Source: an optimization exercise on an open RTL-to-GDS flow (aim: small area and a short achievable clock period). Production flows keep margins and buffers that such runs may drop.
Function was checked by simulation only, so behaviour that the tests miss may differ from the original.

==> flow/design.v (outline; a module is shown in full before it is edited, if it fits) <==
// module kalman_filter: 1248 lines
// module seg_driver: 96 lines
// module kalman_range: 70 lines
// module div100: 417 lines
// module mod100: 50 lines
// module add_fa: 4 lines
// module add_ha: 4 lines
module kalman_range (
    input               clk,
    input               rst_n,
    input       [18:0]  f_data_in,
    input       [18:0]  b_data_in,
    output      [6:0]   hex1,
    output      [6:0]   hex2,
    output      [6:0]   hex3,
    output      [6:0]   hex4,
    output      [6:0]   hex5,
    output      [6:0]   hex6,
    output      [6:0]   hex7,
    output      [6:0]   hex8,
    output      [12:0]  distance_data_f,
    output      [12:0]  distance_data_b
);
  // ...
==> flow/run.sh <==
#!/bin/bash
# synth_recipe.tcl (not shown) runs the flow's synth.tcl, then flattens the netlist and writes it again
# the make line also repeats each setting of config.mk as NAME=value (left out here)
make -C /OpenROAD-flow-scripts/flow DESIGN_CONFIG=/design/flow/config.mk WORK_HOME=/design/flow/orfs CLKGATE_MAP_FILE= SYNTH_SCRIPT=/design/flow/synth_recipe.tcl finish
==> flow/config.mk <==
export PLATFORM = sky130hd
export DESIGN_NAME = kalman_range
export DESIGN_NICKNAME = kalman_range
export VERILOG_FILES = /design/flow/design.v
export SDC_FILE = /design/flow/constraint.sdc
export NUM_CORES = 4
export LEC_CHECK = 0
export CAP_MARGIN = 20
export CORE_MARGIN = 2
export CORE_UTILIZATION = 40
export PLACE_DENSITY = 0.6
export SLEW_MARGIN = 20
export SYNTH_HIERARCHICAL = 1
export SYNTH_MINIMUM_KEEP_SIZE = 0
==> flow/constraint.sdc <==
create_clock -name core_clock -period 140.0 [get_ports {clk}]
set_input_delay 28.0000 -clock core_clock [delete_from_list [all_inputs] [get_ports {clk}]]
set_output_delay 28.0000 -clock core_clock [all_outputs]
set_load 0.01 [all_outputs]
==> out/metrics.yaml, run 1 <==
run_status:
  status: "timing/DRC/antenna clean"
global_routing:
  grt_pass1_wl_um: 123100
  grt_usage: 0.2336
  grt_max_degree: 65
  gr-total-overflow: 0
sta:
  tns_ns: 0
  rsz0062_at_grt: "no"
  setup_viol: 0
  clock.fmax_mhz: 27.88
setup_path:
  crit_path_start_kind: "input port"
  cp_top_family: "adder cells"
  r2r-end: "f_kalman_filter.data_out[17]"
  slowest_stage: "xor2_1"
  path_buf_inv: 4
  crit_required_ns: 140.26
synth:
  synth_fp_nets: 3459
  async_flop_share: 0.7619
  synth_top_cell_area_share: 0.3037
  synthAdderAreaFrac: 0.4308
  avgSynthCellArea_um2: 9.332
cells_and_area:
  sh_seq_area: 0.07241
  multiInputGateArea_um2: 21890
  nFillCells: 6142
  dominant_cells: "multi-input combinational cells"
  layout.nonclk_buf_frac: 0.05395
  final_common_cell: "fa_1"
clock_tree:
  cts.sinks: 84
  cts_max_path_buffers: 2
drt:
  wl_per_cell_um: 21.40
  drtIter0Drc: 1568
placement:
  numPortBuffers: 120
  dpl.hpwl_um: 59150
die:
  dieArea_um2: 66650
  die_h_um: 258.2
  die_width_um: 258.2
  coreArea_um2: 64120
worst_hold_path:
  holdPathEnd: "u_seg_driver.point_3[0]"
==> module div100, before the edit <==
module div100(
    input   [18:0]  x,
    output  [12:0]  q
);
    wire d0 = ~x[0];
    wire d1 = ~x[1];
    wire d2 = ~x[2];
    wire d3 = ~x[3];
    wire d4 = ~x[4];
    wire d5 = ~x[5];
    wire d6 = ~x[6];
    wire d7 = ~x[7];
    wire d8 = ~x[8];
    wire d9 = ~x[9];
    wire d10 = ~x[10];
    wire d11 = ~x[11];
    wire d12 = ~x[12];
    wire d13 = ~x[13];
    wire d14 = ~x[14];
    wire d15 = ~x[15];
    wire d16 = ~x[16];
    wire d17 = ~x[17];
    wire d18 = ~x[18];
    wire d19, d20;
    add_ha du0 (.a(d0), .b(d2), .s(d19), .co(d20));
    wire d21, d22;
    add_fa du1 (.a(d1), .b(d3), .c(d6), .s(d21), .co(d22));
    wire d23, d24;
    add_fa du2 (.a(d2), .b(d4), .c(d7), .s(d23), .co(d24));
    wire d25, d26;
    add_fa du3 (.a(d3), .b(d5), .c(d8), .s(d25), .co(d26));
    wire d27, d28;
    add_fa du4 (.a(d4), .b(d6), .c(d9), .s(d27), .co(d28));
    wire d29, d30;
    add_fa du5 (.a(x[0]), .b(d5), .c(d7), .s(d29), .co(d30));
    wire d31, d32;
    add_ha du6 (.a(d10), .b(d28), .s(d31), .co(d32));
    wire d33, d34;
    add_fa du7 (.a(x[1]), .b(d6), .c(d8), .s(d33), .co(d34));
    wire d35, d36;
    add_fa du8 (.a(d11), .b(d30), .c(d33), .s(d35), .co(d36));
    wire d37, d38;
    add_fa du9 (.a(x[2]), .b(d7), .c(d9), .s(d37), .co(d38));
    wire d39, d40;
    add_fa du10 (.a(d12), .b(d34), .c(d37), .s(d39), .co(d40));
    wire d41, d42;
    add_fa du11 (.a(x[0]), .b(x[3]), .c(d8), .s(d41), .co(d42));
    wire d43, d44;
    add_fa du12 (.a(d10), .b(d13), .c(d38), .s(d43), .co(d44));
    wire d45, d46;
    add_ha du13 (.a(d41), .b(d43), .s(d45), .co(d46));
    wire d47, d48;
    add_fa du14 (.a(x[1]), .b(x[4]), .c(d9), .s(d47), .co(d48));
    wire d49, d50;
    add_fa du15 (.a(d11), .b(d14), .c(d42), .s(d49), .co(d50));
    wire d51, d52;
    add_fa du16 (.a(d47), .b(d44), .c(d49), .s(d51), .co(d52));
    wire d53 = x[0] ^ x[2];
    wire d54 = ~d53;
    wire d55 = x[0] | x[2];
    wire d56, d57;
    add_fa du17 (.a(x[5]), .b(d10), .c(d12), .s(d56), .co(d57));
    wire d58, d59;
    add_fa du18 (.a(d15), .b(d54), .c(d48), .s(d58), .co(d59));
    wire d60, d61;
    add_fa du19 (.a(d56), .b(d50), .c(d58), .s(d60), .co(d61));
    wire d62, d63;
    add_fa du20 (.a(x[1]), .b(x[3]), .c(x[6]), .s(d62), .co(d63));
    wire d64, d65;
    add_fa du21 (.a(d11), .b(d13), .c(d16), .s(d64), .co(d65));
    wire d66, d67;
    add_fa du22 (.a(d55), .b(d57), .c(d62), .s(d66), .co(d67));
    wire d68, d69;
    add_fa du23 (.a(d64), .b(d59), .c(d66), .s(d68), .co(d69));
    wire d70, d71;
    add_fa du24 (.a(x[2]), .b(x[4]), .c(x[7]), .s(d70), .co(d71));
    wire d72, d73;
    add_fa du25 (.a(d12), .b(d14), .c(d17), .s(d72), .co(d73));
    wire d74, d75;
    add_fa du26 (.a(d63), .b(d65), .c(d70), .s(d74), .co(d75));
    wire d76, d77;
    add_fa du27 (.a(d72), .b(d67), .c(d74), .s(d76), .co(d77));
    wire d78, d79;
    add_fa du28 (.a(x[3]), .b(x[5]), .c(x[8]), .s(d78), .co(d79));
    wire d80, d81;
    add_fa du29 (.a(d13), .b(d15), .c(d18), .s(d80), .co(d81));
    wire d82, d83;
    add_fa du30 (.a(d71), .b(d73), .c(d78), .s(d82), .co(d83));
    wire d84, d85;
    add_fa du31 (.a(d80), .b(d75), .c(d82), .s(d84), .co(d85));
    wire d86 = x[4] ^ x[6];
    wire d87 = ~d86;
    wire d88 = x[4] | x[6];
    wire d89, d90;
    add_fa du32 (.a(x[9]), .b(d14), .c(d16), .s(d89), .co(d90));
    wire d91, d92;
    add_fa du33 (.a(d87), .b(d79), .c(d81), .s(d91), .co(d92));
    wire d93, d94;
    add_fa du34 (.a(d89), .b(d83), .c(d91), .s(d93), .co(d94));
    wire d95 = x[5] ^ x[7];
    wire d96 = ~d95;
    wire d97 = x[5] | x[7];
    wire d98, d99;
    add_fa du35 (.a(x[10]), .b(d15), .c(d17), .s(d98), .co(d99));
    wire d100, d101;
    add_fa du36 (.a(d88), .b(d96), .c(d90), .s(d100), .co(d101));
    wire d102, d103;
    add_fa du37 (.a(d98), .b(d92), .c(d100), .s(d102), .co(d103));
    wire d104 = x[6] ^ x[8];
    wire d105 = ~d104;
    wire d106 = x[6] | x[8];
    wire d107, d108;
    add_fa du38 (.a(x[11]), .b(d16), .c(d18), .s(d107), .co(d108));
    wire d109, d110;
    add_fa du39 (.a(d97), .b(d105), .c(d99), .s(d109), .co(d110));
    wire d111, d112;
    add_fa du40 (.a(d107), .b(d101), .c(d109), .s(d111), .co(d112));
    wire d113, d114;
    add_fa du41 (.a(x[7]), .b(x[9]), .c(x[12]), .s(d113), .co(d114));
    wire d115, d116;
    add_fa du42 (.a(d17), .b(d106), .c(d108), .s(d115), .co(d116));
    wire d117, d118;
    add_fa du43 (.a(d113), .b(d110), .c(d115), .s(d117), .co(d118));
    wire d119 = x[8] ^ x[10];
    wire d120 = ~d119;
    wire d121 = x[8] | x[10];
    wire d122, d123;
    add_fa du44 (.a(x[13]), .b(d18), .c(d120), .s(d122), .co(d123));
    wire d124, d125;
    add_fa du45 (.a(d114), .b(d116), .c(d122), .s(d124), .co(d125));
    wire d126, d127;
    add_fa du46 (.a(x[9]), .b(x[11]), .c(x[14]), .s(d126), .co(d127));
    wire d128, d129;
    add_fa du47 (.a(d121), .b(d126), .c(d123), .s(d128), .co(d129));
    wire d130 = x[10] ^ x[12];
    wire d131 = ~d130;
    wire d132 = x[10] | x[12];
    wire d133, d134;
    add_fa du48 (.a(x[15]), .b(d131), .c(d127), .s(d133), .co(d134));
    wire d135 = x[11] ^ x[13];
    wire d136 = ~d135;
    wire d137 = x[11] | x[13];
    wire d138, d139;
    add_fa du49 (.a(x[16]), .b(d132), .c(d136), .s(d138), .co(d139));
    wire d140 = x[12] ^ x[14];
    wire d141 = ~d140;
    wire d142 = x[12] | x[14];
    wire d143, d144;
    add_fa du50 (.a(x[17]), .b(d137), .c(d141), .s(d143), .co(d144));
    wire d145 = x[13] ^ x[15];
    wire d146 = ~d145;
    wire d147 = x[13] | x[15];
    wire d148, d149;
    add_fa du51 (.a(x[18]), .b(d142), .c(d146), .s(d148), .co(d149));
    wire d150 = x[14] ^ x[16];
    wire d151 = ~d150;
    wire d152 = x[14] | x[16];
    wire d153, d154;
    add_ha du52 (.a(d147), .b(d151), .s(d153), .co(d154));
    wire d155 = x[15] ^ x[17];
    wire d156 = ~d155;
    wire d157 = x[15] | x[17];
    wire d158, d159;
    add_ha du53 (.a(d152), .b(d156), .s(d158), .co(d159));
    wire d160 = x[16] ^ x[18];
    wire d161 = ~d160;
    wire d162 = x[16] | x[18];
    wire d163, d164;
    add_ha du54 (.a(d157), .b(d161), .s(d163), .co(d164));
    wire d165 = x[17] ^ d162;
    wire d166 = ~d165;
    wire d167 = x[17] | d162;
    wire d168 = ~x[18];
    wire d169 = d0 & d3;
    wire d170 = d0 ^ d3;
    wire d171 = d1 & d4;
    wire d172 = d1 ^ d4;
    wire d173 = d5 & d19;
    wire d174 = d5 ^ d19;
    wire d175 = d20 & d21;
    wire d176 = d20 ^ d21;
    wire d177 = d22 & d23;
    wire d178 = d22 ^ d23;
    wire d179 = d24 & d25;
    wire d180 = d24 ^ d25;
    wire d181 = d26 & d27;
    wire d182 = d26 ^ d27;
    wire d183 = d29 & d31;
    wire d184 = d29 ^ d31;
    wire d185 = d32 & d35;
    wire d186 = d32 ^ d35;
    wire d187 = d36 & d39;
    wire d188 = d36 ^ d39;
    wire d189 = d40 & d45;
    wire d190 = d40 ^ d45;
    wire d191 = d46 & d51;
    wire d192 = d46 ^ d51;
    wire d193 = d52 & d60;
    wire d194 = d52 ^ d60;
    wire d195 = d61 & d68;
    wire d196 = d61 ^ d68;
    wire d197 = d69 & d76;
    wire d198 = d69 ^ d76;
    wire d199 = d77 & d84;
    wire d200 = d77 ^ d84;
    wire d201 = d85 & d93;
    wire d202 = d85 ^ d93;
    wire d203 = d94 & d102;
    wire d204 = d94 ^ d102;
    wire d205 = d103 & d111;
    wire d206 = d103 ^ d111;
    wire d207 = d112 & d117;
    wire d208 = d112 ^ d117;
    wire d209 = d118 & d124;
    wire d210 = d118 ^ d124;
    wire d211 = d125 & d128;
    wire d212 = d125 ^ d128;
    wire d213 = d129 & d133;
    wire d214 = d129 ^ d133;
    wire d215 = d134 & d138;
    wire d216 = d134 ^ d138;
    wire d217 = d139 & d143;
    wire d218 = d139 ^ d143;
    wire d219 = d144 & d148;
    wire d220 = d144 ^ d148;
    wire d221 = d149 & d153;
    wire d222 = d149 ^ d153;
    wire d223 = d154 & d158;
    wire d224 = d154 ^ d158;
    wire d225 = d159 & d163;
    wire d226 = d159 ^ d163;
    wire d227 = d164 & d166;
    wire d228 = d164 ^ d166;
    wire d229 = d167 & d168;
    wire d230 = d167 ^ d168;
    wire d231 = ~x[18];
    wire d232 = d1 & d0;
    wire d233 = d170 & d2;
    wire d234 = d173 | (d174 & d171);
    wire d235 = d174 & d172;
    wire d236 = d177 | (d178 & d175);
    wire d237 = d178 & d176;
    wire d238 = d181 | (d182 & d179);
    wire d239 = d182 & d180;
    wire d240 = d185 | (d186 & d183);
    wire d241 = d186 & d184;
    wire d242 = d189 | (d190 & d187);
    wire d243 = d190 & d188;
    wire d244 = d193 | (d194 & d191);
    wire d245 = d194 & d192;
    wire d246 = d197 | (d198 & d195);
    wire d247 = d198 & d196;
    wire d248 = d201 | (d202 & d199);
    wire d249 = d202 & d200;
    wire d250 = d205 | (d206 & d203);
    wire d251 = d206 & d204;
    wire d252 = d209 | (d210 & d207);
    wire d253 = d210 & d208;
    wire d254 = d213 | (d214 & d211);
    wire d255 = d214 & d212;
    wire d256 = d217 | (d218 & d215);
    wire d257 = d218 & d216;
    wire d258 = d221 | (d222 & d219);
    wire d259 = d222 & d220;
    wire d260 = d225 | (d226 & d223);
    wire d261 = d226 & d224;
    wire d262 = d229 | (d230 & d227);
    wire d263 = d230 & d228;
    wire d264 = d2 & d232;
    wire d265 = d233 & d232;
    wire d266 = d175 | (d176 & d234);
    wire d267 = d176 & d235;
    wire d268 = d236 | (d237 & d234);
    wire d269 = d237 & d235;
    wire d270 = d183 | (d184 & d238);
    wire d271 = d184 & d239;
    wire d272 = d240 | (d241 & d238);
    wire d273 = d241 & d239;
    wire d274 = d191 | (d192 & d242);
    wire d275 = d192 & d243;
    wire d276 = d244 | (d245 & d242);
    wire d277 = d245 & d243;
    wire d278 = d199 | (d200 & d246);
    wire d279 = d200 & d247;
    wire d280 = d248 | (d249 & d246);
    wire d281 = d249 & d247;
    wire d282 = d207 | (d208 & d250);
    wire d283 = d208 & d251;
    wire d284 = d252 | (d253 & d250);
    wire d285 = d253 & d251;
    wire d286 = d215 | (d216 & d254);
    wire d287 = d216 & d255;
    wire d288 = d256 | (d257 & d254);
    wire d289 = d257 & d255;
    wire d290 = d223 | (d224 & d258);
    wire d291 = d224 & d259;
    wire d292 = d260 | (d261 & d258);
    wire d293 = d261 & d259;
    wire d294 = x[18] | (d231 & d262);
    wire d295 = d231 & d263;
    wire d296 = d171 | (d172 & d169);
    wire d297 = d172 & d265;
    wire d298 = d234 | (d235 & d169);
    wire d299 = d235 & d265;
    wire d300 = d266 | (d267 & d169);
    wire d301 = d267 & d265;
    wire d302 = d268 | (d269 & d169);
    wire d303 = d269 & d265;
    wire d304 = d187 | (d188 & d272);
    wire d305 = d188 & d273;
    wire d306 = d242 | (d243 & d272);
    wire d307 = d243 & d273;
    wire d308 = d274 | (d275 & d272);
    wire d309 = d275 & d273;
    wire d310 = d276 | (d277 & d272);
    wire d311 = d277 & d273;
    wire d312 = d203 | (d204 & d280);
    wire d313 = d204 & d281;
    wire d314 = d250 | (d251 & d280);
    wire d315 = d251 & d281;
    wire d316 = d282 | (d283 & d280);
    wire d317 = d283 & d281;
    wire d318 = d284 | (d285 & d280);
    wire d319 = d285 & d281;
    wire d320 = d219 | (d220 & d288);
    wire d321 = d220 & d289;
    wire d322 = d258 | (d259 & d288);
    wire d323 = d259 & d289;
    wire d324 = d290 | (d291 & d288);
    wire d325 = d291 & d289;
    wire d326 = d292 | (d293 & d288);
    wire d327 = d293 & d289;
    wire d328 = d179 | (d180 & d302);
    wire d329 = d180 & d303;
    wire d330 = d238 | (d239 & d302);
    wire d331 = d239 & d303;
    wire d332 = d270 | (d271 & d302);
    wire d333 = d271 & d303;
    wire d334 = d272 | (d273 & d302);
    wire d335 = d273 & d303;
    wire d336 = d304 | (d305 & d302);
    wire d337 = d305 & d303;
    wire d338 = d306 | (d307 & d302);
    wire d339 = d307 & d303;
    wire d340 = d308 | (d309 & d302);
    wire d341 = d309 & d303;
    wire d342 = d310 | (d311 & d302);
    wire d343 = d311 & d303;
    wire d344 = d211 | (d212 & d318);
    wire d345 = d212 & d319;
    wire d346 = d254 | (d255 & d318);
    wire d347 = d255 & d319;
    wire d348 = d286 | (d287 & d318);
    wire d349 = d287 & d319;
    wire d350 = d288 | (d289 & d318);
    wire d351 = d289 & d319;
    wire d352 = d320 | (d321 & d318);
    wire d353 = d321 & d319;
    wire d354 = d322 | (d323 & d318);
    wire d355 = d323 & d319;
    wire d356 = d324 | (d325 & d318);
    wire d357 = d325 & d319;
    wire d358 = d326 | (d327 & d318);
    wire d359 = d327 & d319;
    wire d360 = d195 | (d196 & d342);
    wire d361 = d196 & d343;
    wire d362 = d246 | (d247 & d342);
    wire d363 = d247 & d343;
    wire d364 = d278 | (d279 & d342);
    wire d365 = d279 & d343;
    wire d366 = d280 | (d281 & d342);
    wire d367 = d281 & d343;
    wire d368 = d312 | (d313 & d342);
    wire d369 = d313 & d343;
    wire d370 = d314 | (d315 & d342);
    wire d371 = d315 & d343;
    wire d372 = d316 | (d317 & d342);
    wire d373 = d317 & d343;
    wire d374 = d318 | (d319 & d342);
    wire d375 = d319 & d343;
    wire d376 = d344 | (d345 & d342);
    wire d377 = d345 & d343;
    wire d378 = d346 | (d347 & d342);
    wire d379 = d347 & d343;
    wire d380 = d348 | (d349 & d342);
    wire d381 = d349 & d343;
    wire d382 = d350 | (d351 & d342);
    wire d383 = d351 & d343;
    wire d384 = d352 | (d353 & d342);
    wire d385 = d353 & d343;
    wire d386 = d354 | (d355 & d342);
    wire d387 = d355 & d343;
    wire d388 = d356 | (d357 & d342);
    wire d389 = d357 & d343;
    wire d390 = d358 | (d359 & d342);
    wire d391 = d359 & d343;
    wire d392 = d227 | (d228 & d390);
    wire d393 = d228 & d391;
    wire d394 = d262 | (d263 & d390);
    wire d395 = d263 & d391;
    wire d396 = d294 | (d295 & d390);
    wire d397 = d295 & d391;
    wire d398 = d208 ^ d370;
    wire d399 = d210 ^ d372;
    wire d400 = d212 ^ d374;
    wire d401 = d214 ^ d376;
    wire d402 = d216 ^ d378;
    wire d403 = d218 ^ d380;
    wire d404 = d220 ^ d382;
    wire d405 = d222 ^ d384;
    wire d406 = d224 ^ d386;
    wire d407 = d226 ^ d388;
    wire d408 = d228 ^ d390;
    wire d409 = d230 ^ d392;
    wire d410 = d231 ^ d394;
    assign q = {d410, d409, d408, d407, d406, d405, d404, d403, d402, d401, d400, d399, d398};
endmodule
==> run 2, diff against run 1 <==
--- a/flow/design.v
+++ b/flow/design.v
@@ -1437,395 +1437,289 @@
     wire d18 = ~x[18];
-    wire d19, d20;
-    add_ha du0 (.a(d0), .b(d2), .s(d19), .co(d20));
-    wire d21, d22;
-    add_fa du1 (.a(d1), .b(d3), .c(d6), .s(d21), .co(d22));
-    wire d23, d24;
-    add_fa du2 (.a(d2), .b(d4), .c(d7), .s(d23), .co(d24));
-    wire d25, d26;
-    add_fa du3 (.a(d3), .b(d5), .c(d8), .s(d25), .co(d26));
-    wire d27, d28;
-    add_fa du4 (.a(d4), .b(d6), .c(d9), .s(d27), .co(d28));
-    wire d29, d30;
-    add_fa du5 (.a(x[0]), .b(d5), .c(d7), .s(d29), .co(d30));
-    wire d31, d32;
-    add_ha du6 (.a(d10), .b(d28), .s(d31), .co(d32));
-    wire d33, d34;
-    add_fa du7 (.a(x[1]), .b(d6), .c(d8), .s(d33), .co(d34));
-    wire d35, d36;
-    add_fa du8 (.a(d11), .b(d30), .c(d33), .s(d35), .co(d36));
-    wire d37, d38;
-    add_fa du9 (.a(x[2]), .b(d7), .c(d9), .s(d37), .co(d38));
+    wire d19 = x[2] ^ d7;
+    wire d20 = ~d19;
+    wire d21 = x[2] | d7;
+    wire d22, d23;
+    add_ha du0 (.a(d9), .b(d12), .s(d22), .co(d23));
+    wire d24, d25;
+    add_fa du1 (.a(x[0]), .b(x[3]), .c(d8), .s(d24), .co(d25));
+    wire d26, d27;
+    add_fa du2 (.a(d10), .b(d13), .c(d21), .s(d26), .co(d27));
+    wire d28, d29;
+    add_ha du3 (.a(d23), .b(d24), .s(d28), .co(d29));
+    wire d30, d31;
+    add_fa du4 (.a(x[1]), .b(x[4]), .c(d9), .s(d30), .co(d31));
+    wire d32, d33;
+    add_fa du5 (.a(d11), .b(d14), .c(d25), .s(d32), .co(d33));
+    wire d34, d35;
+    add_fa du6 (.a(d30), .b(d27), .c(d29), .s(d34), .co(d35));
+    wire d36 = x[0] ^ x[2];
+    wire d37 = ~d36;
+    wire d38 = x[0] | x[2];
     wire d39, d40;
-    add_fa du10 (.a(d12), .b(d34), .c(d37), .s(d39), .co(d40));
+    add_fa du7 (.a(x[5]), .b(d10), .c(d12), .s(d39), .co(d40));
     wire d41, d42;
-    add_fa du11 (.a(x[0]), .b(x[3]), .c(d8), .s(d41), .co(d42));
+    add_fa du8 (.a(d15), .b(d37), .c(d31), .s(d41), .co(d42));
     wire d43, d44;
-    add_fa du12 (.a(d10), .b(d13), .c(d38), .s(d43), .co(d44));
+    add_fa du9 (.a(d39), .b(d33), .c(d41), .s(d43), .co(d44));
     wire d45, d46;
-    add_ha du13 (.a(d41), .b(d43), .s(d45), .co(d46));
+    add_fa du10 (.a(x[1]), .b(x[3]), .c(x[6]), .s(d45), .co(d46));
     wire d47, d48;
-    add_fa du14 (.a(x[1]), .b(x[4]), .c(d9), .s(d47), .co(d48));
+    add_fa du11 (.a(d11), .b(d13), .c(d16), .s(d47), .co(d48));
     wire d49, d50;
-    add_fa du15 (.a(d11), .b(d14), .c(d42), .s(d49), .co(d50));
+    add_fa du12 (.a(d38), .b(d40), .c(d45), .s(d49), .co(d50));
     wire d51, d52;
-    add_fa du16 (.a(d47), .b(d44), .c(d49), .s(d51), .co(d52));
-    wire d53 = x[0] ^ x[2];
-    wire d54 = ~d53;
-    wire d55 = x[0] | x[2];
-    wire d56, d57;
-    add_fa du17 (.a(x[5]), .b(d10), .c(d12), .s(d56), .co(d57));
-    wire d58, d59;
-    add_fa du18 (.a(d15), .b(d54), .c(d48), .s(d58), .co(d59));
-    wire d60, d61;
-    add_fa du19 (.a(d56), .b(d50), .c(d58), .s(d60), .co(d61));
-    wire d62, d63;
-    add_fa du20 (.a(x[1]), .b(x[3]), .c(x[6]), .s(d62), .co(d63));
-    wire d64, d65;
-    add_fa du21 (.a(d11), .b(d13), .c(d16), .s(d64), .co(d65));
-    wire d66, d67;
-    add_fa du22 (.a(d55), .b(d57), .c(d62), .s(d66), .co(d67));
-    wire d68, d69;
-    add_fa du23 (.a(d64), .b(d59), .c(d66), .s(d68), .co(d69));
-    wire d70, d71;
-    add_fa du24 (.a(x[2]), .b(x[4]), .c(x[7]), .s(d70), .co(d71));
+    add_fa du13 (.a(d47), .b(d42), .c(d49), .s(d51), .co(d52));
+    wire d53, d54;
+    add_fa du14 (.a(x[2]), .b(x[4]), .c(x[7]), .s(d53), .co(d54));
+    wire d55, d56;
+    add_fa du15 (.a(d12), .b(d14), .c(d17), .s(d55), .co(d56));
+    wire d57, d58;
+    add_fa du16 (.a(d46), .b(d48), .c(d53), .s(d57), .co(d58));
+    wire d59, d60;
+    add_fa du17 (.a(d55), .b(d50), .c(d57), .s(d59), .co(d60));
+    wire d61, d62;
+    add_fa du18 (.a(x[3]), .b(x[5]), .c(x[8]), .s(d61), .co(d62));
+    wire d63, d64;
+    add_fa du19 (.a(d13), .b(d15), .c(d18), .s(d63), .co(d64));
+    wire d65, d66;
+    add_fa du20 (.a(d54), .b(d56), .c(d61), .s(d65), .co(d66));
+    wire d67, d68;
+    add_fa du21 (.a(d63), .b(d58), .c(d65), .s(d67), .co(d68));
+    wire d69 = x[4] ^ x[6];
+    wire d70 = ~d69;
+    wire d71 = x[4] | x[6];
     wire d72, d73;
-    add_fa du25 (.a(d12), .b(d14), .c(d17), .s(d72), .co(d73));
+    add_fa du22 (.a(x[9]), .b(d14), .c(d16), .s(d72), .co(d73));
     wire d74, d75;
-    add_fa du26 (.a(d63), .b(d65), .c(d70), .s(d74), .co(d75));
+    add_fa du23 (.a(d70), .b(d62), .c(d64), .s(d74), .co(d75));
     wire d76, d77;
-    add_fa du27 (.a(d72), .b(d67), .c(d74), .s(d76), .co(d77));
-    wire d78, d79;
-    add_fa du28 (.a(x[3]), .b(x[5]), .c(x[8]), .s(d78), .co(d79));
-    wire d80, d81;
-    add_fa du29 (.a(d13), .b(d15), .c(d18), .s(d80), .co(d81));
-    wire d82, d83;
-    add_fa du30 (.a(d71), .b(d73), .c(d78), .s(d82), .co(d83));
-    wire d84, d85;
-    add_fa du31 (.a(d80), .b(d75), .c(d82), .s(d84), .co(d85));
-    wire d86 = x[4] ^ x[6];
-    wire d87 = ~d86;
-    wire d88 = x[4] | x[6];
-    wire d89, d90;
-    add_fa du32 (.a(x[9]), .b(d14), .c(d16), .s(d89), .co(d90));
-    wire d91, d92;
-    add_fa du33 (.a(d87), .b(d79), .c(d81), .s(d91), .co(d92));
-    wire d93, d94;
-    add_fa du34 (.a(d89), .b(d83), .c(d91), .s(d93), .co(d94));
-    wire d95 = x[5] ^ x[7];
-    wire d96 = ~d95;
-    wire d97 = x[5] | x[7];
+    add_fa du24 (.a(d72), .b(d66), .c(d74), .s(d76), .co(d77));
+    wire d78 = x[5] ^ x[7];
+    wire d79 = ~d78;
+    wire d80 = x[5] | x[7];
+    wire d81, d82;
+    add_fa du25 (.a(x[10]), .b(d15), .c(d17), .s(d81), .co(d82));
+    wire d83, d84;
+    add_fa du26 (.a(d71), .b(d79), .c(d73), .s(d83), .co(d84));
+    wire d85, d86;
+    add_fa du27 (.a(d81), .b(d75), .c(d83), .s(d85), .co(d86));
+    wire d87 = x[6] ^ x[8];
+    wire d88 = ~d87;
+    wire d89 = x[6] | x[8];
+    wire d90, d91;
+    add_fa du28 (.a(x[11]), .b(d16), .c(d18), .s(d90), .co(d91));
+    wire d92, d93;
+    add_fa du29 (.a(d80), .b(d88), .c(d82), .s(d92), .co(d93));
+    wire d94, d95;
+    add_fa du30 (.a(d90), .b(d84), .c(d92), .s(d94), .co(d95));
+    wire d96, d97;
+    add_fa du31 (.a(x[7]), .b(x[9]), .c(x[12]), .s(d96), .co(d97));
     wire d98, d99;
-    add_fa du35 (.a(x[10]), .b(d15), .c(d17), .s(d98), .co(d99));
+    add_fa du32 (.a(d17), .b(d89), .c(d91), .s(d98), .co(d99));
     wire d100, d101;
-    add_fa du36 (.a(d88), .b(d96), .c(d90), .s(d100), .co(d101));
-    wire d102, d103;
-    add_fa du37 (.a(d98), .b(d92), .c(d100), .s(d102), .co(d103));
-    wire d104 = x[6] ^ x[8];
-    wire d105 = ~d104;
-    wire d106 = x[6] | x[8];
+    add_fa du33 (.a(d96), .b(d93), .c(d98), .s(d100), .co(d101));
+    wire d102 = x[8] ^ x[10];
+    wire d103 = ~d102;
+    wire d104 = x[8] | x[10];
+    wire d105, d106;
+    add_fa du34 (.a(x[13]), .b(d18), .c(d103), .s(d105), .co(d106));
     wire d107, d108;
-    add_fa du38 (.a(x[11]), .b(d16), .c(d18), .s(d107), .co(d108));
+    add_fa du35 (.a(d97), .b(d99), .c(d105), .s(d107), .co(d108));
     wire d109, d110;
-    add_fa du39 (.a(d97), .b(d105), .c(d99), .s(d109), .co(d110));
+    add_fa du36 (.a(x[9]), .b(x[11]), .c(x[14]), .s(d109), .co(d110));
     wire d111, d112;
-    add_fa du40 (.a(d107), .b(d101), .c(d109), .s(d111), .co(d112));
-    wire d113, d114;
-    add_fa du41 (.a(x[7]), .b(x[9]), .c(x[12]), .s(d113), .co(d114));
-    wire d115, d116;
-    add_fa du42 (.a(d17), .b(d106), .c(d108), .s(d115), .co(d116));
-    wire d117, d118;
-    add_fa du43 (.a(d113), .b(d110), .c(d115), .s(d117), .co(d118));
-    wire d119 = x[8] ^ x[10];
-    wire d120 = ~d119;
-    wire d121 = x[8] | x[10];
-    wire d122, d123;
-    add_fa du44 (.a(x[13]), .b(d18), .c(d120), .s(d122), .co(d123));
-    wire d124, d125;
-    add_fa du45 (.a(d114), .b(d116), .c(d122), .s(d124), .co(d125));
+    add_fa du37 (.a(d104), .b(d109), .c(d106), .s(d111), .co(d112));
+    wire d113 = x[10] ^ x[12];
+    wire d114 = ~d113;
+    wire d115 = x[10] | x[12];
+    wire d116, d117;
+    add_fa du38 (.a(x[15]), .b(d114), .c(d110), .s(d116), .co(d117));
+    wire d118 = x[11] ^ x[13];
+    wire d119 = ~d118;
+    wire d120 = x[11] | x[13];
+    wire d121, d122;
+    add_fa du39 (.a(x[16]), .b(d115), .c(d119), .s(d121), .co(d122));
+    wire d123 = x[12] ^ x[14];
+    wire d124 = ~d123;
+    wire d125 = x[12] | x[14];
     wire d126, d127;
-    add_fa du46 (.a(x[9]), .b(x[11]), .c(x[14]), .s(d126), .co(d127));
-    wire d128, d129;
-    add_fa du47 (.a(d121), .b(d126), .c(d123), .s(d128), .co(d129));
-    wire d130 = x[10] ^ x[12];
-    wire d131 = ~d130;
-    wire d132 = x[10] | x[12];
-    wire d133, d134;
-    add_fa du48 (.a(x[15]), .b(d131), .c(d127), .s(d133), .co(d134));
-    wire d135 = x[11] ^ x[13];
-    wire d136 = ~d135;
-    wire d137 = x[11] | x[13];
-    wire d138, d139;
-    add_fa du49 (.a(x[16]), .b(d132), .c(d136), .s(d138), .co(d139));
-    wire d140 = x[12] ^ x[14];
-    wire d141 = ~d140;
-    wire d142 = x[12] | x[14];
-    wire d143, d144;
-    add_fa du50 (.a(x[17]), .b(d137), .c(d141), .s(d143), .co(d144));
-    wire d145 = x[13] ^ x[15];
-    wire d146 = ~d145;
-    wire d147 = x[13] | x[15];
-    wire d148, d149;
-    add_fa du51 (.a(x[18]), .b(d142), .c(d146), .s(d148), .co(d149));
-    wire d150 = x[14] ^ x[16];
-    wire d151 = ~d150;
-    wire d152 = x[14] | x[16];
-    wire d153, d154;
-    add_ha du52 (.a(d147), .b(d151), .s(d153), .co(d154));
-    wire d155 = x[15] ^ x[17];
-    wire d156 = ~d155;
-    wire d157 = x[15] | x[17];
-    wire d158, d159;
-    add_ha du53 (.a(d152), .b(d156), .s(d158), .co(d159));
-    wire d160 = x[16] ^ x[18];
-    wire d161 = ~d160;
-    wire d162 = x[16] | x[18];
-    wire d163, d164;
-    add_ha du54 (.a(d157), .b(d161), .s(d163), .co(d164));
-    wire d165 = x[17] ^ d162;
-    wire d166 = ~d165;
-    wire d167 = x[17] | d162;
-    wire d168 = ~x[18];
-    wire d169 = d0 & d3;
-    wire d170 = d0 ^ d3;
-    wire d171 = d1 & d4;
-    wire d172 = d1 ^ d4;
-    wire d173 = d5 & d19;
-    wire d174 = d5 ^ d19;
-    wire d175 = d20 & d21;
-    wire d176 = d20 ^ d21;
-    wire d177 = d22 & d23;
-    wire d178 = d22 ^ d23;
-    wire d179 = d24 & d25;
-    wire d180 = d24 ^ d25;
-    wire d181 = d26 & d27;
-    wire d182 = d26 ^ d27;
-    wire d183 = d29 & d31;
-    wire d184 = d29 ^ d31;
-    wire d185 = d32 & d35;
-    wire d186 = d32 ^ d35;
-    wire d187 = d36 & d39;
-    wire d188 = d36 ^ d39;
-    wire d189 = d40 & d45;
-    wire d190 = d40 ^ d45;
-    wire d191 = d46 & d51;
-    wire d192 = d46 ^ d51;
-    wire d193 = d52 & d60;
-    wire d194 = d52 ^ d60;
-    wire d195 = d61 & d68;
-    wire d196 = d61 ^ d68;
-    wire d197 = d69 & d76;
-    wire d198 = d69 ^ d76;
-    wire d199 = d77 & d84;
-    wire d200 = d77 ^ d84;
-    wire d201 = d85 & d93;
-    wire d202 = d85 ^ d93;
-    wire d203 = d94 & d102;
-    wire d204 = d94 ^ d102;
-    wire d205 = d103 & d111;
-    wire d206 = d103 ^ d111;
-    wire d207 = d112 & d117;
-    wire d208 = d112 ^ d117;
-    wire d209 = d118 & d124;
-    wire d210 = d118 ^ d124;
-    wire d211 = d125 & d128;
-    wire d212 = d125 ^ d128;
-    wire d213 = d129 & d133;
-    wire d214 = d129 ^ d133;
-    wire d215 = d134 & d138;
-    wire d216 = d134 ^ d138;
-    wire d217 = d139 & d143;
-    wire d218 = d139 ^ d143;
-    wire d219 = d144 & d148;
-    wire d220 = d144 ^ d148;
-    wire d221 = d149 & d153;
-    wire d222 = d149 ^ d153;
-    wire d223 = d154 & d158;
-    wire d224 = d154 ^ d158;
-    wire d225 = d159 & d163;
-    wire d226 = d159 ^ d163;
-    wire d227 = d164 & d166;
-    wire d228 = d164 ^ d166;
-    wire d229 = d167 & d168;
-    wire d230 = d167 ^ d168;
-    wire d231 = ~x[18];
-    wire d232 = d1 & d0;
-    wire d233 = d170 & d2;
-    wire d234 = d173 | (d174 & d171);
-    wire d235 = d174 & d172;
-    wire d236 = d177 | (d178 & d175);
-    wire d237 = d178 & d176;
-    wire d238 = d181 | (d182 & d179);
-    wire d239 = d182 & d180;
-    wire d240 = d185 | (d186 & d183);
-    wire d241 = d186 & d184;
-    wire d242 = d189 | (d190 & d187);
-    wire d243 = d190 & d188;
-    wire d244 = d193 | (d194 & d191);
-    wire d245 = d194 & d192;
-    wire d246 = d197 | (d198 & d195);
-    wire d247 = d198 & d196;
-    wire d248 = d201 | (d202 & d199);
-    wire d249 = d202 & d200;
-    wire d250 = d205 | (d206 & d203);
-    wire d251 = d206 & d204;
-    wire d252 = d209 | (d210 & d207);
-    wire d253 = d210 & d208;
-    wire d254 = d213 | (d214 & d211);
-    wire d255 = d214 & d212;
-    wire d256 = d217 | (d218 & d215);
-    wire d257 = d218 & d216;
-    wire d258 = d221 | (d222 & d219);
-    wire d259 = d222 & d220;
-    wire d260 = d225 | (d226 & d223);
-    wire d261 = d226 & d224;
-    wire d262 = d229 | (d230 & d227);
-    wire d263 = d230 & d228;
-    wire d264 = d2 & d232;
-    wire d265 = d233 & d232;
-    wire d266 = d175 | (d176 & d234);
-    wire d267 = d176 & d235;
-    wire d268 = d236 | (d237 & d234);
-    wire d269 = d237 & d235;
-    wire d270 = d183 | (d184 & d238);
-    wire d271 = d184 & d239;
-    wire d272 = d240 | (d241 & d238);
-    wire d273 = d241 & d239;
-    wire d274 = d191 | (d192 & d242);
-    wire d275 = d192 & d243;
-    wire d276 = d244 | (d245 & d242);
-    wire d277 = d245 & d243;
-    wire d278 = d199 | (d200 & d246);
-    wire d279 = d200 & d247;
-    wire d280 = d248 | (d249 & d246);
-    wire d281 = d249 & d247;
-    wire d282 = d207 | (d208 & d250);
-    wire d283 = d208 & d251;
-    wire d284 = d252 | (d253 & d250);
-    wire d285 = d253 & d251;
-    wire d286 = d215 | (d216 & d254);
-    wire d287 = d216 & d255;
-    wire d288 = d256 | (d257 & d254);
-    wire d289 = d257 & d255;
-    wire d290 = d223 | (d224 & d258);
-    wire d291 = d224 & d259;
-    wire d292 = d260 | (d261 & d258);
-    wire d293 = d261 & d259;
-    wire d294 = x[18] | (d231 & d262);
-    wire d295 = d231 & d263;
-    wire d296 = d171 | (d172 & d169);
-    wire d297 = d172 & d265;
-    wire d298 = d234 | (d235 & d169);
-    wire d299 = d235 & d265;
-    wire d300 = d266 | (d267 & d169);
-    wire d301 = d267 & d265;
-    wire d302 = d268 | (d269 & d169);
-    wire d303 = d269 & d265;
-    wire d304 = d187 | (d188 & d272);
-    wire d305 = d188 & d273;
-    wire d306 = d242 | (d243 & d272);
-    wire d307 = d243 & d273;
-    wire d308 = d274 | (d275 & d272);
-    wire d309 = d275 & d273;
-    wire d310 = d276 | (d277 & d272);
-    wire d311 = d277 & d273;
-    wire d312 = d203 | (d204 & d280);
-    wire d313 = d204 & d281;
-    wire d314 = d250 | (d251 & d280);
-    wire d315 = d251 & d281;
-    wire d316 = d282 | (d283 & d280);
-    wire d317 = d283 & d281;
-    wire d318 = d284 | (d285 & d280);
-    wire d319 = d285 & d281;
-    wire d320 = d219 | (d220 & d288);
-    wire d321 = d220 & d289;
-    wire d322 = d258 | (d259 & d288);
-    wire d323 = d259 & d289;
-    wire d324 = d290 | (d291 & d288);
-    wire d325 = d291 & d289;
-    wire d326 = d292 | (d293 & d288);
-    wire d327 = d293 & d289;
-    wire d328 = d179 | (d180 & d302);
-    wire d329 = d180 & d303;
-    wire d330 = d238 | (d239 & d302);
-    wire d331 = d239 & d303;
-    wire d332 = d270 | (d271 & d302);
-    wire d333 = d271 & d303;
-    wire d334 = d272 | (d273 & d302);
-    wire d335 = d273 & d303;
-    wire d336 = d304 | (d305 & d302);
-    wire d337 = d305 & d303;
-    wire d338 = d306 | (d307 & d302);
-    wire d339 = d307 & d303;
-    wire d340 = d308 | (d309 & d302);
-    wire d341 = d309 & d303;
-    wire d342 = d310 | (d311 & d302);
-    wire d343 = d311 & d303;
-    wire d344 = d211 | (d212 & d318);
-    wire d345 = d212 & d319;
-    wire d346 = d254 | (d255 & d318);
-    wire d347 = d255 & d319;
-    wire d348 = d286 | (d287 & d318);
-    wire d349 = d287 & d319;
-    wire d350 = d288 | (d289 & d318);
-    wire d351 = d289 & d319;
-    wire d352 = d320 | (d321 & d318);
-    wire d353 = d321 & d319;
-    wire d354 = d322 | (d323 & d318);
-    wire d355 = d323 & d319;
-    wire d356 = d324 | (d325 & d318);
-    wire d357 = d325 & d319;
-    wire d358 = d326 | (d327 & d318);
-    wire d359 = d327 & d319;
-    wire d360 = d195 | (d196 & d342);
-    wire d361 = d196 & d343;
-    wire d362 = d246 | (d247 & d342);
-    wire d363 = d247 & d343;
-    wire d364 = d278 | (d279 & d342);
-    wire d365 = d279 & d343;
-    wire d366 = d280 | (d281 & d342);
-    wire d367 = d281 & d343;
-    wire d368 = d312 | (d313 & d342);
-    wire d369 = d313 & d343;
-    wire d370 = d314 | (d315 & d342);
-    wire d371 = d315 & d343;
-    wire d372 = d316 | (d317 & d342);
-    wire d373 = d317 & d343;
-    wire d374 = d318 | (d319 & d342);
-    wire d375 = d319 & d343;
-    wire d376 = d344 | (d345 & d342);
-    wire d377 = d345 & d343;
-    wire d378 = d346 | (d347 & d342);
-    wire d379 = d347 & d343;
-    wire d380 = d348 | (d349 & d342);
-    wire d381 = d349 & d343;
-    wire d382 = d350 | (d351 & d342);
-    wire d383 = d351 & d343;
-    wire d384 = d352 | (d353 & d342);
-    wire d385 = d353 & d343;
-    wire d386 = d354 | (d355 & d342);
-    wire d387 = d355 & d343;
-    wire d388 = d356 | (d357 & d342);
-    wire d389 = d357 & d343;
-    wire d390 = d358 | (d359 & d342);
-    wire d391 = d359 & d343;
-    wire d392 = d227 | (d228 & d390);
-    wire d393 = d228 & d391;
-    wire d394 = d262 | (d263 & d390);
-    wire d395 = d263 & d391;
-    wire d396 = d294 | (d295 & d390);
-    wire d397 = d295 & d391;
-    wire d398 = d208 ^ d370;
-    wire d399 = d210 ^ d372;
-    wire d400 = d212 ^ d374;
-    wire d401 = d214 ^ d376;
-    wire d402 = d216 ^ d378;
-    wire d403 = d218 ^ d380;
-    wire d404 = d220 ^ d382;
-    wire d405 = d222 ^ d384;
-    wire d406 = d224 ^ d386;
-    wire d407 = d226 ^ d388;
-    wire d408 = d228 ^ d390;
-    wire d409 = d230 ^ d392;
-    wire d410 = d231 ^ d394;
-    assign q = {d410, d409, d408, d407, d406, d405, d404, d403, d402, d401, d400, d399, d398};
+    add_fa du40 (.a(x[17]), .b(d120), .c(d124), .s(d126), .co(d127));
+    wire d128 = x[13] ^ x[15];
+    wire d129 = ~d128;
+    wire d130 = x[13] | x[15];
+    wire d131, d132;
+    add_fa du41 (.a(x[18]), .b(d125), .c(d129), .s(d131), .co(d132));
+    wire d133 = x[14] ^ x[16];
+    wire d134 = ~d133;
+    wire d135 = x[14] | x[16];
+    wire d136, d137;
+    add_ha du42 (.a(d130), .b(d134), .s(d136), .co(d137));
+    wire d138 = x[15] ^ x[17];
+    wire d139 = ~d138;
+    wire d140 = x[15] | x[17];
+    wire d141, d142;
+    add_ha du43 (.a(d135), .b(d139), .s(d141), .co(d142));
+    wire d143 = x[16] ^ x[18];
+    wire d144 = ~d143;
+    wire d145 = x[16] | x[18];
+    wire d146, d147;
+    add_ha du44 (.a(d140), .b(d144), .s(d146), .co(d147));
+    wire d148 = x[17] ^ d145;
+    wire d149 = ~d148;
+    wire d150 = x[17] | d145;
+    wire d151 = ~x[18];
+    wire d152 = d20 & d22;
+    wire d153 = d20 ^ d22;
+    wire d154 = d26 & d28;
+    wire d155 = d26 ^ d28;
+    wire d156 = d32 & d34;
+    wire d157 = d32 ^ d34;
+    wire d158 = d35 & d43;
+    wire d159 = d35 ^ d43;
+    wire d160 = d44 & d51;
+    wire d161 = d44 ^ d51;
+    wire d162 = d52 & d59;
+    wire d163 = d52 ^ d59;
+    wire d164 = d60 & d67;
+    wire d165 = d60 ^ d67;
+    wire d166 = d68 & d76;
+    wire d167 = d68 ^ d76;
+    wire d168 = d77 & d85;
+    wire d169 = d77 ^ d85;
+    wire d170 = d86 & d94;
+    wire d171 = d86 ^ d94;
+    wire d172 = d95 & d100;
+    wire d173 = d95 ^ d100;
+    wire d174 = d101 & d107;
+    wire d175 = d101 ^ d107;
+    wire d176 = d108 & d111;
+    wire d177 = d108 ^ d111;
+    wire d178 = d112 & d116;
+    wire d179 = d112 ^ d116;
+    wire d180 = d117 & d121;
+    wire d181 = d117 ^ d121;
+    wire d182 = d122 & d126;
+    wire d183 = d122 ^ d126;
+    wire d184 = d127 & d131;
+    wire d185 = d127 ^ d131;
+    wire d186 = d132 & d136;
+    wire d187 = d132 ^ d136;
+    wire d188 = d137 & d141;
+    wire d189 = d137 ^ d141;
+    wire d190 = d142 & d146;
+    wire d191 = d142 ^ d146;
+    wire d192 = d147 & d149;
+    wire d193 = d147 ^ d149;
+    wire d194 = d150 & d151;
+    wire d195 = d150 ^ d151;
+    wire d196 = ~x[18];
+    wire d197 = d154 | (d155 & d152);
+    wire d198 = d155 & d153;
+    wire d199 = d158 | (d159 & d156);
+    wire d200 = d159 & d157;
+    wire d201 = d162 | (d163 & d160);
+    wire d202 = d163 & d161;
+    wire d203 = d166 | (d167 & d164);
+    wire d204 = d167 & d165;
+    wire d205 = d170 | (d171 & d168);
+    wire d206 = d171 & d169;
+    wire d207 = d174 | (d175 & d172);
+    wire d208 = d175 & d173;
+    wire d209 = d178 | (d179 & d176);
+    wire d210 = d179 & d177;
+    wire d211 = d182 | (d183 & d180);
+    wire d212 = d183 & d181;
+    wire d213 = d186 | (d187 & d184);
+    wire d214 = d187 & d185;
+    wire d215 = d190 | (d191 & d188);
+    wire d216 = d191 & d189;
+    wire d217 = d194 | (d195 & d192);
+    wire d218 = d195 & d193;
+    wire d219 = d156 | (d157 & d197);
+    wire d220 = d157 & d198;
+    wire d221 = d199 | (d200 & d197);
+    wire d222 = d200 & d198;
+    wire d223 = d164 | (d165 & d201);
+    wire d224 = d165 & d202;
+    wire d225 = d203 | (d204 & d201);
+    wire d226 = d204 & d202;
+    wire d227 = d172 | (d173 & d205);
+    wire d228 = d173 & d206;
+    wire d229 = d207 | (d208 & d205);
+    wire d230 = d208 & d206;
+    wire d231 = d180 | (d181 & d209);
+    wire d232 = d181 & d210;
+    wire d233 = d211 | (d212 & d209);
+    wire d234 = d212 & d210;
+    wire d235 = d188 | (d189 & d213);
+    wire d236 = d189 & d214;
+    wire d237 = d215 | (d216 & d213);
+    wire d238 = d216 & d214;
+    wire d239 = x[18] | (d196 & d217);
+    wire d240 = d196 & d218;
+    wire d241 = d168 | (d169 & d225);
+    wire d242 = d169 & d226;
+    wire d243 = d205 | (d206 & d225);
+    wire d244 = d206 & d226;
+    wire d245 = d227 | (d228 & d225);
+    wire d246 = d228 & d226;
+    wire d247 = d229 | (d230 & d225);
+    wire d248 = d230 & d226;
+    wire d249 = d184 | (d185 & d233);
+    wire d250 = d185 & d234;
+    wire d251 = d213 | (d214 & d233);
+    wire d252 = d214 & d234;
+    wire d253 = d235 | (d236 & d233);
+    wire d254 = d236 & d234;
+    wire d255 = d237 | (d238 & d233);
+    wire d256 = d238 & d234;
+    wire d257 = d176 | (d177 & d247);
+    wire d258 = d177 & d248;
+    wire d259 = d209 | (d210 & d247);
+    wire d260 = d210 & d248;
+    wire d261 = d231 | (d232 & d247);
+    wire d262 = d232 & d248;
+    wire d263 = d233 | (d234 & d247);
+    wire d264 = d234 & d248;
+    wire d265 = d249 | (d250 & d247);
+    wire d266 = d250 & d248;
+    wire d267 = d251 | (d252 & d247);
+    wire d268 = d252 & d248;
+    wire d269 = d253 | (d254 & d247);
+    wire d270 = d254 & d248;
+    wire d271 = d255 | (d256 & d247);
+    wire d272 = d256 & d248;
+    wire d273 = d160 | (d161 & d221);
+    wire d274 = d201 | (d202 & d221);
+    wire d275 = d223 | (d224 & d221);
+    wire d276 = d225 | (d226 & d221);
+    wire d277 = d241 | (d242 & d221);
+    wire d278 = d243 | (d244 & d221);
+    wire d279 = d245 | (d246 & d221);
+    wire d280 = d247 | (d248 & d221);
+    wire d281 = d257 | (d258 & d221);
+    wire d282 = d259 | (d260 & d221);
+    wire d283 = d261 | (d262 & d221);
+    wire d284 = d263 | (d264 & d221);
+    wire d285 = d265 | (d266 & d221);
+    wire d286 = d267 | (d268 & d221);
+    wire d287 = d269 | (d270 & d221);
+    wire d288 = d271 | (d272 & d221);
+    wire d289 = d192 | (d193 & d288);
+    wire d290 = d217 | (d218 & d288);
+    wire d291 = d239 | (d240 & d288);
+    wire d292 = d173 ^ d278;
+    wire d293 = d175 ^ d279;
+    wire d294 = d177 ^ d280;
+    wire d295 = d179 ^ d281;
+    wire d296 = d181 ^ d282;
+    wire d297 = d183 ^ d283;
+    wire d298 = d185 ^ d284;
+    wire d299 = d187 ^ d285;
+    wire d300 = d189 ^ d286;
+    wire d301 = d191 ^ d287;
+    wire d302 = d193 ^ d288;
+    wire d303 = d195 ^ d289;
+    wire d304 = d196 ^ d290;
+    assign q = {d304, d303, d302, d301, d300, d299, d298, d297, d296, d295, d294, d293, d292};
 endmodule
--- a/flow/config.mk
+++ b/flow/config.mk
@@ -7,2 +7,3 @@
 export LEC_CHECK = 0
+export ABC_AREA = 1
 export CAP_MARGIN = 20
==> run 2 against run 1 <==
Against the previous run:
- still clean
- routed wire length shrank 15%
- global-route usage shrank 2.2 points
- critical endpoint unchanged
- largest cell class unchanged
- highest routed layer unchanged
==> out/metrics.yaml, run 2 <==
die:
  initial_utilization: 0.4054
  die_h_um: 251.6  # -2.6%
  coreArea_um2: 60470  # -5.7%
  dieArea_um2: 63280  # -5.1%
  rows: 90
  num_io_pins: 122
  die_width_um: 251.6  # -2.6%
setup_path:
  crit_path_start_kind: "input port"
  critical_path.most_common_cell: "fa_1"
  path_class: "in2reg"
  crit_arrival_ns: 36.05
  slowest_stage: "clkinv_1"
  slowest_delay_ns: 0.98
  reg2reg_depth: 32
  endpoint_kind: "register"
  crit_required_ns: 140.26  # about the same
  reg2reg_slack_ns: 131.64
  r2r-end: "b_kalman_filter.data_out[17]"
  worstPathMaxFanout: 18
  r2r-start: "b_kalman_filter.data_out[9]"
cells_and_area:
  areaGrowthSynthToFinish_pct: 7.284
  fin_area_um2: 26300
  final_common_cell: "nand2_1"
  reg_top3: "b_kalman_filter.data_out x19, f_kalman_filter.data_out x19, u_seg_driver.q1 x13"
  fin_cells: 3731
  final_nets: 3598
  diodes: 0
  nFillCells: 5825  # -5.2%
  post-route-util: 0.4349
  multiInputGateArea_um2: 19820  # -9.5%
  final_cell_mix: "497 x nand2_1, 456 x inv_1, 374 x fa_1"
  regArea_um2: 2012
  drive_gt1_frac: 0.09223
global_routing:
  first_global_vias: 20420
  grt_usage: 0.2113  # -0.02226
  gr-total-overflow: 0  # unchanged
  grt_max_degree: 65  # unchanged
  grt_pass1_wl_um: 107200  # -13%
  antenna_found_initial: 0
synth:
  synthTopCellsByArea: "fa_1 31%, ha_1 12%, xor2_1 8.5%"
  synth_edf_count: 0
  synth_area_um2: 24510
  ys_top_cells_by_count: "499 x nand2_1, 458 x inv_1, 374 x fa_1"
  yosysUniqueCellTypes: 52
  synth_flop_cell: "dfrtp_1"
  synth-seq-cells: 84
  synth_seq_area_share: 0.08207
  synth_area_leader_cell: "fa_1"
  synth_top_cell_area_share: 0.3054  # +0.001731
  ys.warnings.count: 9
  post-synth-top-count-cell: "nand2_1"
  avgSynthCellArea_um2: 8.304  # -11%
  async_flop_share: 0.7619  # unchanged
  syn_inst: 2952
  synth_fp_nets: 3606  # +4.2%
placement:
  numPortBuffers: 120  # unchanged
  dp_cells: 3715
  place.gp.congestion: 0.9279
  dpl.hpwl_um: 51790  # -12%
  placed_area_um2: 25990
  post-place-ws_ns: 104.02
drt:
  drtIter0Drc: 1237  # -21%
  wl_per_cell_um: 17.58  # -18%
  wl_um: 65590
  routed_via_density: 5.282
  dr.pass1.iters: 5
  antenna_left: 0
  vias: 19710
  drc_errors: 0
sta:
  setup_viol: 0  # unchanged
  max_slew_margin: 0.3187
  tightest_slew_ns: 1.016
  final.setup.worst_slack_ns: 104.21
  rsz0062_at_grt: "no"
  fin_skew_ns: 0.01535
  drv_slew: 0
  fin_crit_sh: 0.2557
  hold_viol: 0
  tns_ns: 0  # unchanged
  timing.hold.ws_ns: 0.3366
  finalCriticalPeriod_ns: 35.80
  clock.fmax_mhz: 27.94  # +0.19%
clock_tree:
  post_cts_buffers: 0
  clk_pin_slew_ns: 0.08
  cts_tree: "done"
  clkLatencyLatePin_ns: 0.39
  postCtsHoldBufs: 0
  htreeDepth: 3
  cts.sinks: 84  # unchanged
  cts_resized: 0
  cts_buffers: 9
  root_buffer: "clkbuf_16"
  cts_max_path_buffers: 2  # unchanged
job:
  cap_violations: 0
run_status:
  status: "timing/DRC/antenna clean"
worst_hold_path:
  holdPathEnd: "u_seg_driver.point_3[0]"
  hold_depth: 0
  min-delay-start: "u_seg_driver.r1[0]"
  hold_class: "reg2reg"
-- run 2: cell count changes after synthesis, moves of 40 or more --
cell     delta
nand2_2    +92
nand3_1    +67
nor3_1     -54
nor2_1     +40
xor2_1    +192
o22ai_1   +191
o21ai_0    -98
xnor2_1   -244
inv_1     +193
a22oi_1   -141
nand2_1   +310
-- run 2: layout make-up --
| class | instances | share of cell area |
|---|---|---|
| multi-input cells | 2218 | 0.7535 |
| flip-flops and latches | 84 | 0.07650 |
| inverters | 494 | 0.07051 |
| repair buffers | 137 | 0.05043 |
| well taps | 782 | 0.03720 |
| clock buffers | 9 | 0.008564 |
| clock inverters | 7 | 0.003283 |
-- run 2: critical path, delay by kind of cell --
kind / cells / cell delay (ns)
adder cells (fa/ha/maj): 9 / 3.23
XOR/XNOR: 2 / 0.46
buffers and inverters: 7 / 1.81
AND/OR/NAND/NOR: 10 / 1.50
AO/OA/AOI/OAI: 7 / 1.01
-- run 2: modules after synthesis (local to each module, per instance) --
| module | flops+latches | copies in the design | cell area [um^2] |
|---|---|---|---|
| add_fa | 0 | 355 | 20.02 |
| add_ha | 0 | 34 | 12.51 |
| div100 | 0 | 2 | 1376 |
| kalman_filter | 19 | 2 | 4989 |
| kalman_range | 3 | 1 | 307.8 |
| mod100 | 0 | 1 | 232.7 |
| seg_driver | 43 | 1 | 3711 |
-- run 2: cells by family after synthesis --
| logic type | Yosys count | share of synthesized area |
|---|---|---|
| AO/OA/AOI/OAI | 405 | 0.1082 |
| adder cells (fa/ha/maj) | 614 | 0.4279 |
| XOR/XNOR | 250 | 0.08993 |
| flip-flops | 84 | 0.08207 |
| AND/OR/NAND/NOR | 948 | 0.1820 |
| buffers and inverters | 650 | 0.1097 |
| other | 1 | 0.0001530 |
-- run 2: worst max path at each step --
stage | startpoint | end | slack [ns]
floorplan | f_data_in[0] | f_kalman_filter.data_out[17] | 105.69
global placement | b_data_in[0] | b_kalman_filter.data_out[17] | 104.24
detailed placement | b_data_in[0] | b_kalman_filter.data_out[17] | 104.02
CTS | b_data_in[0] | b_kalman_filter.data_out[17] | 104.41
global route | b_data_in[0] | b_kalman_filter.data_out[17] | 103.58
finish | b_data_in[0] | b_kalman_filter.data_out[17] | 104.21
-- run 2: layer usage --
| metal | global-route usage | routed length [um] | vias up |
|---|---|---|---|
| met4 | 0.06803 | 1723 | 0 |
| li1 | - | - | 9332 |
| met2 | 0.3551 | 31200 | 699 |
| met1 | 0.2824 | 28860 | 9573 |
| met5 | 0 | 0 | - |
| met3 | 0.02703 | 3816 | 104 |

==> static timing again, ports no longer ideal <==
In the flow no input, the clock included, has a driving cell. The finished layouts below were timed again as built, in two steps.
Step 1 (the two cells are an assumption about what drives the block):
set clk [get_ports {clk}]
set_driving_cell -lib_cell sky130_fd_sc_hd__clkbuf_16 $clk
set_driving_cell -lib_cell sky130_fd_sc_hd__buf_2 [delete_from_list [all_inputs] $clk]
Step 2 also shifts input and output timing later by t, the mid clock arrival at the registers, as if the neighbouring blocks saw the same clock.
a / b / c = ideal ports / drivers / drivers and shift; a / b = the first two.
| run | t, ns | setup WS [ns] | worst hold slack (ns) |
|---|---|---|---|
| run 1 | 0.447 | 104.138 / 104.175 / 103.728 | 0.333 / 0.333 / 0.333 |
| run 2 | 0.439 | 104.205 / 104.230 / 103.791 | 0.337 / 0.337 / 0.337 |
After both steps every run listed still meets setup and hold. The setup slack of run 2, which loses most, moves by +0.025 ns with the drivers and by -0.414 ns with both steps.
